Context: an optimization exercise on an open-source flow, tuned for small area, a short achievable clock period and few clock cycles per item. The choices shown serve that exercise and are no tape-out recipe.
Where RTL was checked, it was by simulation tests only, not by an equivalence proof against the original.

== v6 ==
// aes_top
module aes_top (
    input          clk,
    input          rst_n,
    input          start,
    input  [127:0] plaintext,
    input  [127:0] cipher_key,
    output [127:0] ciphertext,
    output         done
);
Settings: LEC_CHECK=0, ABC_AREA=0, CAP_MARGIN=20, CORE_MARGIN=2, CORE_UTILIZATION=40, SETUP_SLACK_MARGIN=0.5, SLEW_MARGIN=20, SYNTH_HIERARCHICAL=1, SYNTH_MINIMUM_KEEP_SIZE=0; clock period 7.0 ns.
standard.sh (not shown) runs the stock make flow with config.mk's settings and CLKGATE_MAP_FILE= SYNTH_SCRIPT=/design/flow/synth_recipe.tcl, a recipe that flattens the netlist after the stock synthesis.
==> flow/flow/run.sh <==
#!/bin/bash
# The standard layout (standard.sh), with smaller port buffers: every input
# and output port still gets its own buffer, but a buf_1 instead of the
# default clkdlybuf4s50_1.
set -euo pipefail
bash standard.sh "BUFFER_PORTS_ARGS=-buffer_cell sky130_fd_sc_hd__buf_1" finish > layout.log 2>&1
v6 completed end to end with timing, DRC and antenna clean.
Testbench counts of v6, summed over its fixed seeds: cycles 5,632, blocks 512.
Setup changes, v6 to v7
==> flow/flow/run.sh <==
#!/bin/bash
# The standard layout (standard.sh) with two changes:
#  - every input and output port gets a buf_1 as its port buffer instead of
#    the default clkdlybuf4s50_1;
#  - no timing repair at floorplan (REMOVE_ABC_BUFFERS=1): its wire-load
#    estimates are pessimistic; timing is repaired after placement instead.
set -euo pipefail
bash standard.sh "BUFFER_PORTS_ARGS=-buffer_cell sky130_fd_sc_hd__buf_1" \
  REMOVE_ABC_BUFFERS=1 finish > layout.log 2>&1
--- outcome ---
Summary of v7 over v6: final non-filler cell total about even; area of all sequential standard cells about even; number of top-level pins barely changed; number of setup buffers added after CTS about even.
Side by side, routed wire length turned out lower in v7 than in v6.
Taking v6 as the reference, in v7 critical path depth up 6, first-iteration DRC count up 7, die area flat.


== south ==
aes_top, a different RTL version from the one above (not shown whole).
For scale: roughly 290 flip-flops, roughly 0.036 mm² of cells after synthesis.
Design aes_top, start of the top module:
module aes_top (
    input          clk,
    input          rst_n,
    input          start,
    input  [127:0] plaintext,
    input  [127:0] cipher_key,
    output [127:0] ciphertext,
    output         done
);
clock: 7.0 ns
lec_check: 0
abc_area: 0
cap_margin: 20
core_margin: 2
core_utilization: 40
setup_slack_margin: 2.0
slew_margin: 20
synth_hierarchical: 1
synth_minimum_keep_size: 0
run.sh (not shown) runs the stock make flow with config.mk's settings and CLKGATE_MAP_FILE= SYNTH_SCRIPT=/design/flow/synth_recipe.tcl, a recipe that flattens the netlist after the stock synthesis.
Stock flow here: none of the scripts above is used.
The inputs of east differ from those of south as listed below.
Settings: SETUP_SLACK_MARGIN removed (was 2.0).
[summary]
Via count is lower on east
east vs. south: detailed placer's ending HPWL now sits lower, clock-buffer cell count now sits higher, final area down 36%.
On east: footprint of the flip-flops and latches is 160 µm² lower than what south gave.
No functional check of the RTL was part of any run of this note.


## run A
aes_top, a different RTL version from the one above (not shown whole).
Size: about 37,000 sq um of cells after synthesis.
make LEC_CHECK=0 ABC_AREA=0 CAP_MARGIN=20 CORE_MARGIN=2 CORE_UTILIZATION=40 SETUP_SLACK_MARGIN=0.5 SLEW_MARGIN=20 SYNTH_HIERARCHICAL=1 SYNTH_MINIMUM_KEEP_SIZE=0 finish   # period 7.0 ns
### run A -> run B
==> flow/flow/run.sh (new file) <==
#!/bin/bash
# The standard layout (standard.sh), with smaller port buffers: every input
# and output port still gets its own buffer, but a buf_1 instead of the
# default clkdlybuf4s50_1.
set -euo pipefail
bash standard.sh "BUFFER_PORTS_ARGS=-buffer_cell sky130_fd_sc_hd__buf_1" finish > layout.log 2>&1
==> flow/standard.sh (new file) <==
#!/bin/bash
# synth_recipe.tcl (not shown) runs the flow's synth.tcl, then flattens the netlist and writes it again
# the make line also repeats each setting of config.mk as NAME=value (left out here)
make -C /OpenROAD-flow-scripts/flow DESIGN_CONFIG=/design/flow/config.mk WORK_HOME=/design/flow/orfs CLKGATE_MAP_FILE= SYNTH_SCRIPT=/design/flow/synth_recipe.tcl "${@:-finish}"
removed: flow/run.sh
[summary]
Run A -> run B: number of cells on the critical path increased by a little under 10%
On global routing usage on met3: between run A and run B, it ends up higher for run B.
In terms of sum of routed wire length over all layers, run A and run B differ only marginally.
Going from run A to run B, count of clock buffers in the final design held steady, maximum number of pins on one net before global-route repair shrank by 5, global-route wire length before repair shrank by 0.45%.
Count of boundary I/O pins: run A vs run B identical
Changes in run C relative to run B:
- clearing SETUP_SLACK_MARGIN, which used to be 0.5
- putting GPL_TIMING_DRIVEN at 0 where nothing was set
==> flow/run.sh (new file) <==
#!/bin/bash
# synth_recipe.tcl (not shown) runs the flow's synth.tcl, then flattens the netlist and writes it again
# the make line also repeats each setting of config.mk as NAME=value (left out here)
make -C /OpenROAD-flow-scripts/flow DESIGN_CONFIG=/design/flow/config.mk WORK_HOME=/design/flow/orfs CLKGATE_MAP_FILE= SYNTH_SCRIPT=/design/flow/synth_recipe.tcl finish
removed: flow/flow/run.sh
removed: flow/standard.sh
==> notes.md <==
From run B to run C the numbers moved as follows: clock-pin slew reported for the worst setup and hold paths after clock tree synthesis has remained practically unchanged; routed wire length has decreased; clock buffer count from CTS has decreased; average vias per placed instance has remained practically unchanged; core utilization has increased.
Run C vs run B, capturing instance or port of the critical path: k_q[41]$_DFF_P_ vs k_q[121]$_DFF_P_
Re number of buffers and inverters on the critical path: run C is 4 down on run B.
No functional check of the RTL was part of any run of this note.


## build 61
Another version of the RTL of aes_top (not shown whole).
Size in the first run: ~280 flip-flops, roughly 390 I/O pins, about 38000 um^2 of cells after synthesis.
Settings: LEC_CHECK=0, ABC_AREA=0, CAP_MARGIN=20, CORE_MARGIN=2, CORE_UTILIZATION=40, GPL_ROUTABILITY_DRIVEN=0, PLACE_DENSITY=0.8, SETUP_SLACK_MARGIN=1.25, SLEW_MARGIN=20, SYNTH_HIERARCHICAL=1, SYNTH_MINIMUM_KEEP_SIZE=0; clock period 7.0 ns.
standard.sh (not shown) runs the stock make flow with config.mk's settings and CLKGATE_MAP_FILE= SYNTH_SCRIPT=/design/flow/synth_recipe.tcl, a recipe that flattens the netlist after the stock synthesis.
==> flow/flow/run.sh <==
#!/bin/bash
# The standard layout (standard.sh) with two changes:
#  - every input and output port gets a buf_1 as its port buffer instead of
#    the default clkdlybuf4s50_1;
#  - no timing repair at floorplan (REMOVE_ABC_BUFFERS=1): its wire-load
#    estimates are pessimistic; timing is repaired after placement instead.
set -euo pipefail
bash standard.sh "BUFFER_PORTS_ARGS=-buffer_cell sky130_fd_sc_hd__buf_1" \
  REMOVE_ABC_BUFFERS=1 finish > layout.log 2>&1
Build 61 finished every step from synthesis to the final layout, and the layout passed the timing, design-rule and antenna checks.
Testbench counts of build 61, summed over its fixed seeds: cycles 5,632, blocks 512.
### build 61 -> build 91
- SETUP_SLACK_MARGIN: 1.25 -> 1.0
- CTS_CLUSTER_DIAMETER: unset -> 80
- GPL_ROUTABILITY_DRIVEN: 0 -> unset
- CTS_CLUSTER_SIZE: unset -> 40
==> flow/flow/run.sh <==
#!/bin/bash
# The standard layout (standard.sh) with three changes:
#  - every input and output port gets a buf_1 as its port buffer instead of
#    the default clkdlybuf4s50_1;
#  - no timing repair at floorplan (REMOVE_ABC_BUFFERS=1): its wire-load
#    estimates are pessimistic; timing is repaired after placement instead;
#  - clock tree synthesis without dummy loads.
set -euo pipefail
bash standard.sh "BUFFER_PORTS_ARGS=-buffer_cell sky130_fd_sc_hd__buf_1" \
  REMOVE_ABC_BUFFERS=1 \
  "CTS_ARGS=-sink_clustering_enable -repair_clock_nets -sink_clustering_size 40 -sink_clustering_max_diameter 80 -dont_use_dummy_load" \
  finish > layout.log 2>&1
Notes after the runs:
When the final numbers for build 91 and build 61 were put side by side, the peak clock frequency supported by timing turned out to be smaller in build 61. Final core utilization (build 91 over build 61): decrease, 1.8 points. Build 61 → build 91: setup slack at placement has increased; cell count was more or less identical.
For build 19, these inputs were changed with respect to build 91:
- swapping 1.0 for 1.5 in SETUP_SLACK_MARGIN
Notes after the runs:
The final layout from build 19, which completed every stage, passed the timing, design-rule and antenna checks at the end of the flow.
Taking build 91 as 1.0, build 19 lands at 1.06 on design area.
[build 19] data required time at the worst endpoint rose 70 ps relative to build 91
The total routing resource utilization after global routing reported for build 19 is greater than that of build 91 by 0.18 points.
Between build 91 and build 19, the difference in worst-skew pair later-pin latency is negligible.
Build 19 vs. build 91: growth of design area from synthesis to finish rose 6.4 points, final critical delay including setup and external delays saw a decrease.
Relative to build 91, maximum achievable frequency increased by 4.9% in build 19.
Summary of build 19 over build 91: worst hold slack across all endpoints level; worst setup slack moved up; number of buffer cells added on primary ports level; arrival time of data at the critical path endpoint moved down.
Here is what was changed in the inputs of build 78 compared with build 19.
- a change of SETUP_SLACK_MARGIN from 1.5 to 1.25
- an added GPL_TIMING_DRIVEN of 0
--- outcome ---
- Build 78 went all the way through the flow, and no timing, DRC or antenna check failed.
- The final reports for build 78 and build 19 show via count of the first global-routing pass lower in the former.
- Design area, build 78 vs build 19: up slightly
- Per the comparison of build 78 with build 19, overall via count from detail_route went down 271, critical path depth decreased 1.
- Of build 19 and build 78, build 19 shows the higher non-clock buffer contribution to total cell area, with build 78 below it.
- Cell area after placement: build 19 and build 78 compared, lower one is build 78


Setup of the baseline:
aes_top, a different RTL version from the one above (not shown whole).
For scale: roughly 4100 cells after synthesis, about 390 I/O pins, about 36000 um^2 of cells after synthesis.
Design aes_top, start of the top module:
module aes_top (
    input          clk,
    input          rst_n,
    input          start,
    input  [127:0] plaintext,
    input  [127:0] cipher_key,
    output [127:0] ciphertext,
    output         done
);
    reg          idle;      
    reg          done_q;    
    reg  [7:0]   rc;        
    reg  [127:0] r_q;       
    reg  [127:0] kn_q;      
    reg  [31:0]  s_q;       
    wire         idle_next, done_next;
    wire [7:0]   rc_next;
    wire [127:0] k_next, kp_n, x, sb;
    wire [31:0]  s_d;
    aes_controller u_ctrl (.idle(idle), .done(done_q), .start(start), .rc(rc),
                           .idle_next(idle_next), .done_next(done_next),
                           .rc_next(rc_next));
    assign done = done_q;
    key_expansion u_kx (.k_n(kn_q), .s(s_q), .rc(rc), .k_next(k_next));
    mux128_n      u_km (.s(idle), .a(k_next), .b(cipher_key), .y_n(kp_n));
    key_sbox      u_ks (.w_n(kp_n[31:0]), .s(s_d));
    aes_datapath  u_dp (.idle(idle), .r(r_q), .plaintext(plaintext), .kp_n(kp_n), .x(x));
    subbytes      u_sb (.in_state(x), .out_state(sb));
    shiftrows_addkey u_ct (.r(r_q), .k(k_next), .y(ciphertext));
    always @(posedge clk) begin
        r_q  <= sb;
        kn_q <= kp_n;
        s_q  <= s_d;
        rc   <= rc_next;
    end
    always @(posedge clk or negedge rst_n) begin
        if (!rst_n) begin
            idle   <= 1'b1;
            done_q <= 1'b0;
        end else begin
            idle   <= idle_next;
            done_q <= done_next;
        end
    end
endmodule
export LEC_CHECK = 0
export ABC_AREA = 0
export CAP_MARGIN = 20
export CORE_MARGIN = 2
export CORE_UTILIZATION = 40
export SLEW_MARGIN = 20
export SYNTH_HIERARCHICAL = 1
export SYNTH_MINIMUM_KEEP_SIZE = 0
create_clock -name core_clock -period 7.0 [get_ports {clk}]
run.sh (not shown) runs the stock make flow with config.mk's settings and CLKGATE_MAP_FILE= SYNTH_SCRIPT=/design/flow/synth_recipe.tcl, a recipe that flattens the netlist after the stock synthesis.
Stock flow here: none of the scripts above is used.
The baseline went all the way through the flow, and no timing, DRC or antenna check failed.
The inputs of the candidate differ from those of the baseline as listed below.
- setting CTS_BUF_LIST to sky130_fd_sc_hd__clkbuf_4 sky130_fd_sc_hd__clkbuf_8 for the first time
Results
The final layouts of the baseline and the candidate pass the timing, design-rule and antenna checks. For the fraction of the cycle the final worst path needs, the candidate came in 0.24 points higher than the baseline did. [compare] base=the baseline new=the candidate: slack of the critical path has decreased; tightest hold margin has remained practically unchanged; fmax has remained practically unchanged; number of cells on the worst reg-to-reg path has remained practically unchanged; final cell count has increased. Sort the baseline and the candidate by final critical delay including setup and external delays, ascending, and the baseline comes first. Any difference in share of the final layout cell area in sequential cells between the candidate and the baseline is small enough to ignore.
No functional check of the RTL was part of any run of this note.


aes_top with an RTL version that a note above also has.
Size in the first run: roughly 4600 cells after synthesis, ~280 flip-flops, roughly 390 I/O pins.
export LEC_CHECK = 0
export ABC_AREA = 0
export CAP_MARGIN = 20
export CORE_MARGIN = 2
export CORE_UTILIZATION = 40
export PLACE_DENSITY = 0.8
export SETUP_SLACK_MARGIN = 1.4
export SLEW_MARGIN = 20
export SYNTH_HIERARCHICAL = 1
export SYNTH_MINIMUM_KEEP_SIZE = 0
create_clock -name core_clock -period 7.0 [get_ports {clk}]
standard.sh (not shown) runs the stock make flow with config.mk's settings and CLKGATE_MAP_FILE= SYNTH_SCRIPT=/design/flow/synth_recipe.tcl, a recipe that flattens the netlist after the stock synthesis.
==> flow/flow/run.sh <==
#!/bin/bash
# The standard layout (standard.sh) with two changes:
#  - every input and output port gets a buf_1 as its port buffer instead of
#    the default clkdlybuf4s50_1;
#  - no timing repair at floorplan (REMOVE_ABC_BUFFERS=1): its wire-load
#    estimates are pessimistic; timing is repaired after placement instead.
set -euo pipefail
bash standard.sh "BUFFER_PORTS_ARGS=-buffer_cell sky130_fd_sc_hd__buf_1" \
  REMOVE_ABC_BUFFERS=1 finish > layout.log 2>&1
Testbench counts at the start, summed over its fixed seeds: cycles 5,632, blocks 512.
Edit:
Settings changed: CTS_CLUSTER_DIAMETER set to 80, CTS_CLUSTER_SIZE set to 40.
The changed run finished clean; synthesized cell count is unchanged; cell count stays flat; worst setup slack gets better by 150 ps; hold slack gets better by 11 ps; sequential share of layout area increases by 0.13 points; global-route usage decreases by 0.18 points; sequential cell count does not change; final area decreases by 0.89%; critical path depth is unchanged.


## branch violet
aes_top, a different RTL version from the one above (not shown whole).
Size in the first run: roughly 4600 cells after synthesis, ~280 flip-flops, ~390 I/O pins, about 38000 um2 of cells after synthesis.
## aes_top
module aes_top (
    input          clk,
    input          rst_n,
    input          start,
    input  [127:0] plaintext,
    input  [127:0] cipher_key,
    output [127:0] ciphertext,
    output         done
);
==> flow/config.mk <==
export PLATFORM = sky130hd
export DESIGN_NAME = aes_top
export DESIGN_NICKNAME = aes_top
export VERILOG_FILES = /design/flow/design.v
export SDC_FILE = /design/flow/constraint.sdc
export NUM_CORES = 8
export LEC_CHECK = 0
export ABC_AREA = 0
export CAP_MARGIN = 20
export CORE_MARGIN = 2
export CORE_UTILIZATION = 40
export SETUP_SLACK_MARGIN = 1.25
export SLEW_MARGIN = 20
export SYNTH_HIERARCHICAL = 1
export SYNTH_MINIMUM_KEEP_SIZE = 0
==> flow/constraint.sdc <==
create_clock -name core_clock -period 7.0 [get_ports {clk}]
set_input_delay 1.4000 -clock core_clock [delete_from_list [all_inputs] [get_ports {clk}]]
set_output_delay 1.4000 -clock core_clock [all_outputs]
set_load 0.01 [all_outputs]
Scripts as last shown in full above: flow/flow/run.sh
The inputs of branch indigo differ from those of branch violet as listed below.
- SETUP_SLACK_MARGIN changed from 1.25 to 1.75
[summary]
branch indigo finished all stages; the layout is clean. Re share of the cycle needed by the critical path after routing: branch violet was higher than branch indigo. branch indigo vs. branch violet: antenna diode instance count went down by 2. Initial antenna violation count, branch violet and branch indigo, lower one = branch indigo. Time the worst path needs with I/O delays and setup was lower in the run labelled branch indigo.
Function was not checked in any run of this note: the RTL went through the layout flow alone.


## 03-25
RTL: one of the versions met above, not the one the previous note started from.
Size in the first run: roughly 4600 cells after synthesis, ~280 flip-flops, ~390 I/O pins, roughly 38000 um2 of cells after synthesis.
clock: 7.0 ns
lec_check: 0
abc_area: 0
cap_margin: 20
core_margin: 2
core_utilization: 40
place_density: 0.8
setup_slack_margin: 1.25
slew_margin: 20
synth_hierarchical: 1
synth_minimum_keep_size: 0
Scripts as last shown in full above: flow/flow/run.sh
03-25 finished every stage and its layout cleared the timing, design-rule and antenna checks.
Testbench counts of 03-25, summed over its fixed seeds: cycles 5,632, blocks 512.
Setup changes, 03-25 to 01-26
--- a/flow/flow/run.sh
+++ b/flow/flow/run.sh
@@ -8,2 +8,2 @@
 bash standard.sh "BUFFER_PORTS_ARGS=-buffer_cell sky130_fd_sc_hd__buf_1" \
-  REMOVE_ABC_BUFFERS=1 finish > layout.log 2>&1
+  REMOVE_ABC_BUFFERS=1 RECOVER_POWER=100 finish > layout.log 2>&1
### Flow results
For the synthesis-to-finish area growth, 01-26 came in 1.5 points lower than 03-25 did. Against 03-25 as the reference, 01-26 delivers a higher transition time at the pin with the least slew margin. In 01-26 the implementation ran to completion but is not tape-out ready, as the final checks report capacitance limit, slew limit.

-- port drivers added, routing unchanged --
The results above use ideal ports. As a check the final layouts listed here were re-extracted and re-timed, cells and wires unchanged.
Step 1 assumes that a clkbuf_16 drives the clock port and a buf_2 every other input.
Step 2 moves the port delays by t, midway between the first and last clock arrival at a register: inputs arrive t later, outputs are due t later. That takes back most of the time a late clock gives input paths.
Slacks: ideal / step 1 / step 2; pairs: ideal / step 1.
run | shift t [ns] | setup slack, ns | worst setup path after step 2 | slew at the worst register clock pin (ns) | cell pins on the clock port's net
v6 | 0.627 | 0.746 / 0.746 / 0.288 | input to register | 0.06 / 0.06 | 1
v7 | 0.630 | 0.800 / 0.800 / 0.306 | input to register | 0.07 / 0.07 | 1
south | 0.675 | 0.680 / 0.680 / 0.194 | input to register | 0.07 / 0.07 | 1
east | 0.660 | 0.422 / 0.422 / 0.082 | input to register | 0.07 / 0.07 | 1
run A | 0.635 | 0.730 / 0.780 / 0.145 | input to register | 0.06 / 0.06 | 1
run B | 0.635 | 0.759 / 0.759 / 0.233 | input to register | 0.07 / 0.07 | 1
run C | 0.607 | 0.169 / 0.169 / -0.399 | input to register | 0.07 / 0.07 | 1
build 61 | 0.599 | 1.105 / 1.147 / 0.548 | input to register | 0.07 / 0.07 | 1
build 91 | 0.620 | 1.223 / 1.223 / 0.712 | input to register | 0.09 / 0.09 | 1
build 19 | 0.627 | 1.493 / 1.493 / 1.007 | input to register | 0.09 / 0.09 | 1
build 78 | 0.631 | 1.268 / 1.315 / 0.684 | input to register | 0.09 / 0.09 | 1
the baseline | 0.627 | 0.412 / 0.412 / 0.108 | input to register | 0.07 / 0.07 | 1
the candidate | 0.726 | 0.396 / 0.396 / 0.103 | input to register | 0.07 / 0.07 | 1
the first run of note 6 | 0.629 | 1.332 / 1.369 / 0.741 | input to register | 0.06 / 0.06 | 1
the second run of note 6 | 0.649 | 1.486 / 1.486 / 0.905 | input to register | 0.09 / 0.09 | 1
branch violet | 0.617 | 1.399 / 1.438 / 0.821 | input to register | 0.07 / 0.07 | 1
branch indigo | 0.618 | 1.822 / 1.822 / 1.270 | input to register | 0.07 / 0.07 | 1
03-25 | 0.629 | 1.292 / 1.329 / 0.699 | input to register | 0.07 / 0.07 | 1
01-26 | 0.630 | 0.805 / 0.850 / 0.220 | input to register | 0.06 / 0.06 | 1
Met with ideal ports but missed after step 2: setup timing in run C. For 03-25, which loses most, drivers alone change the setup slack by +0.037 ns; drivers and shift together by -0.593 ns.
